Source: an optimization exercise on an open RTL-to-GDS flow (aim: small area, a short achievable clock period and few clock cycles). Production flows keep margins and buffers that such runs may drop. In this exercise RTL edits were held to simulation tests only and were not proved equivalent to the original. Power and IR drop assume default switching activity.

## yarrow
## ahb_lite_fir_filter
module ahb_lite_fir_filter(
    input logic clk,
    input logic n_rst,
    input logic hsel,
    input logic [3:0] haddr,
    input logic hsize,
    input logic [1:0] htrans,
    input logic hwrite,
    input logic [15:0] hwdata,
    output logic [15:0] hrdata,
    output logic hresp
);
Size in the first run: about 2,500 cells after synthesis, ~320 flip-flops, ~44 I/O pins, about 0.022 sq mm of cells after synthesis.
export LEC_CHECK = 0
export ABC_AREA = 1
export CAP_MARGIN = 30
export CORE_MARGIN = 2
export CORE_UTILIZATION = 55
export CTS_CLUSTER_DIAMETER = 100
export CTS_CLUSTER_SIZE = 25
export SETUP_SLACK_MARGIN = 5
export SLEW_MARGIN = 30
export TNS_END_PERCENT = 100
create_clock -name core_clock -period 10.0 [get_ports {clk}]
standard.sh (not shown) runs the stock make flow with config.mk's settings and CLKGATE_MAP_FILE= SYNTH_SCRIPT=/design/flow/synth_recipe.tcl, a recipe that flattens the netlist after the stock synthesis.
==> flow/flow/run.sh <==
#!/bin/bash
set -euo pipefail
bash standard.sh \
    "BUFFER_PORTS_ARGS=-buffer_cell sky130_fd_sc_hd__buf_2" \
    MATCH_CELL_FOOTPRINT=0 \
    SETUP_SLACK_MARGIN=5.2 \
    finish > orfs_make.log 2>&1
Testbench counts of yarrow, summed over its fixed seeds: cycles 2,696.
The inputs of juniper differ from those of yarrow as listed below.
Settings: ABC_AREA removed (was 1).
--- a/flow/flow/run.sh
+++ b/flow/flow/run.sh
@@ -5,3 +5,3 @@
     MATCH_CELL_FOOTPRINT=0 \
-    SETUP_SLACK_MARGIN=5.2 \
+    SETUP_SLACK_MARGIN=5.3 \
     finish > orfs_make.log 2>&1
==> results.txt <==
Re utilization: yarrow and juniper aren't equal, and the lower value belongs to yarrow. [compare] base=yarrow new=juniper: maximum frequency from static timing analysis +1.9%, proportion of synthesized area in mux cells saw an increase. Multi-input gate share of the layout cell area (juniper over yarrow): increase, 3.4 points. Footprint of the flip-flops and latches of yarrow is on par with juniper. NOTE global-route wire length before repair yarrow->juniper increased by a few percent.
### juniper -> raven
==> flow/run.sh (new file) <==
#!/bin/bash
# synth_recipe.tcl (not shown) runs the flow's synth.tcl, then flattens the netlist and writes it again
# the make line also repeats each setting of config.mk as NAME=value (left out here)
make -C /OpenROAD-flow-scripts/flow DESIGN_CONFIG=/design/flow/config.mk WORK_HOME=/design/flow/orfs CLKGATE_MAP_FILE= SYNTH_SCRIPT=/design/flow/synth_recipe.tcl finish
removed: flow/flow/run.sh
removed: flow/standard.sh
Results
The final reports for raven and juniper show critical path data arrival time lower in the former.
Relative to juniper, raven improves clock group power.
juniper reports its type of the setup path with the least slack as flip-flop to flip-flop while raven reports input pin to output pin.
In the metrics for raven and juniper, the one carrying the lower multi-input combinational area share is juniper.
Global placement routability congestion, raven and juniper, higher one = juniper.
NOTE final non-filler cell total juniper->raven decreased slightly
juniper -> raven: worst hold margin flat
--- input diff raven..garnet ---
Settings: ABC_AREA newly set to 1.
==> flow/flow/run.sh (new file) <==
#!/bin/bash
set -euo pipefail
bash standard.sh \
    "BUFFER_PORTS_ARGS=-buffer_cell sky130_fd_sc_hd__buf_2" \
    MATCH_CELL_FOOTPRINT=0 \
    SETUP_SLACK_MARGIN=5.5 \
    finish > orfs_make.log 2>&1
==> flow/standard.sh (new file) <==
#!/bin/bash
# synth_recipe.tcl (not shown) runs the flow's synth.tcl, then flattens the netlist and writes it again
# the make line also repeats each setting of config.mk as NAME=value (left out here)
make -C /OpenROAD-flow-scripts/flow DESIGN_CONFIG=/design/flow/config.mk WORK_HOME=/design/flow/orfs CLKGATE_MAP_FILE= SYNTH_SCRIPT=/design/flow/synth_recipe.tcl "${@:-finish}"
removed: flow/run.sh
## What came out
[compare] base=raven new=garnet: switching power total up about 50%, final core utilization now sits higher, multi-input combinational cell count has increased, total area of multi-input combinational cells down 800 sq um, total stage count of the critical path went down 1.
Diff raven -> garnet: largest net degree at the start of global routing lost about 2.4%; fill cell instance count of the final layout picked up an extra 0.97%.
The following lists how zinc was set up differently from garnet:
Settings: changing CTS_CLUSTER_SIZE from 25 to 28; changing CORE_UTILIZATION from 55 to 62.
--- a/flow/flow/run.sh
+++ b/flow/flow/run.sh
@@ -5,3 +5,3 @@
     MATCH_CELL_FOOTPRINT=0 \
-    SETUP_SLACK_MARGIN=5.5 \
+    SETUP_SLACK_MARGIN=5.3 \
     finish > orfs_make.log 2>&1
### Flow results
No stage failed in zinc, and the final checks on the layout all came back clean.
zinc vs. garnet: proportion of power drawn by flip-flops and latches went up 0.6 points, overall power of the completed layout went down about 2.4%, post-route worst hold slack held, DRC violation count after routing held.
zinc — sequential fraction of total cell area 1.2 points higher, garnet as reference
In zinc, the height of the die came out 5.7% below the value in garnet.
Compared with garnet, non-clock buffer count in zinc decreased by more than a quarter.
Logic gate share of total power: higher on garnet
From garnet to zinc the numbers moved as follows: utilization shows an increase of 5.1 points; switching part of the total shows a reduction of 0.20 points; number of violations of the max-capacitance limit shows no meaningful change.
Inputs modified between zinc and nickel:
Settings: CORE_UTILIZATION changed from 62 to 55; CTS_CLUSTER_SIZE changed from 28 to 25.
Results
- There was hardly any difference in switching power summed over all nets between nickel and zinc.
- Comparing combinational group share of total power for nickel and zinc, the bigger number came from zinc.
- Summary of the comparison: register-to-register slack is higher in nickel, relative to zinc.
- Taking zinc as the reference point, the detailed-route wire length of nickel rises by about 2.4%.
- nickel vs. zinc: die area moved up, number of buffers added by the clock tree synthesis step +1, post-detailed-placement cell area now sits at about the same level, top-level I/O count flat.

[what the ideal ports hide]
Ports are ideal in the flow. The routed layouts listed here were re-timed in OpenROAD. Step 1, drivers: a clkbuf_16 drives clk and a buf_2 each remaining input, both assumed. Step 2 also shifts input and output timing later by t, the mid clock arrival at the registers, as if the neighbouring blocks saw the same clock. a / b / c = no drivers / after step 1 / after step 2; a / b = the first two.
run | t, ns | setup WS [ns] | worst hold slack (ns) | worst setup path after step 2 | worst data-port slew with drivers (ns)
yarrow | 0.609 | 5.217 / 5.185 / 5.185 | 0.483 / 0.483 / 0.483 | input to output | 0.13
juniper | 0.589 | 5.308 / 5.308 / 5.308 | 0.485 / 0.485 / 0.485 | register to register | 0.05
raven | 0.581 | 5.111 / 5.080 / 5.085 | 0.485 / 0.485 / 0.485 | input to output | 0.11
garnet | 0.603 | 5.246 / 5.213 / 5.213 | 0.487 / 0.487 / 0.487 | input to output | 0.06
zinc | 0.586 | 5.164 / 5.131 / 5.131 | 0.484 / 0.484 / 0.484 | input to output | 0.05
nickel | 0.593 | 5.218 / 5.186 / 5.186 | 0.480 / 0.480 / 0.480 | input to output | 0.05
After both steps every run listed still meets setup and hold.
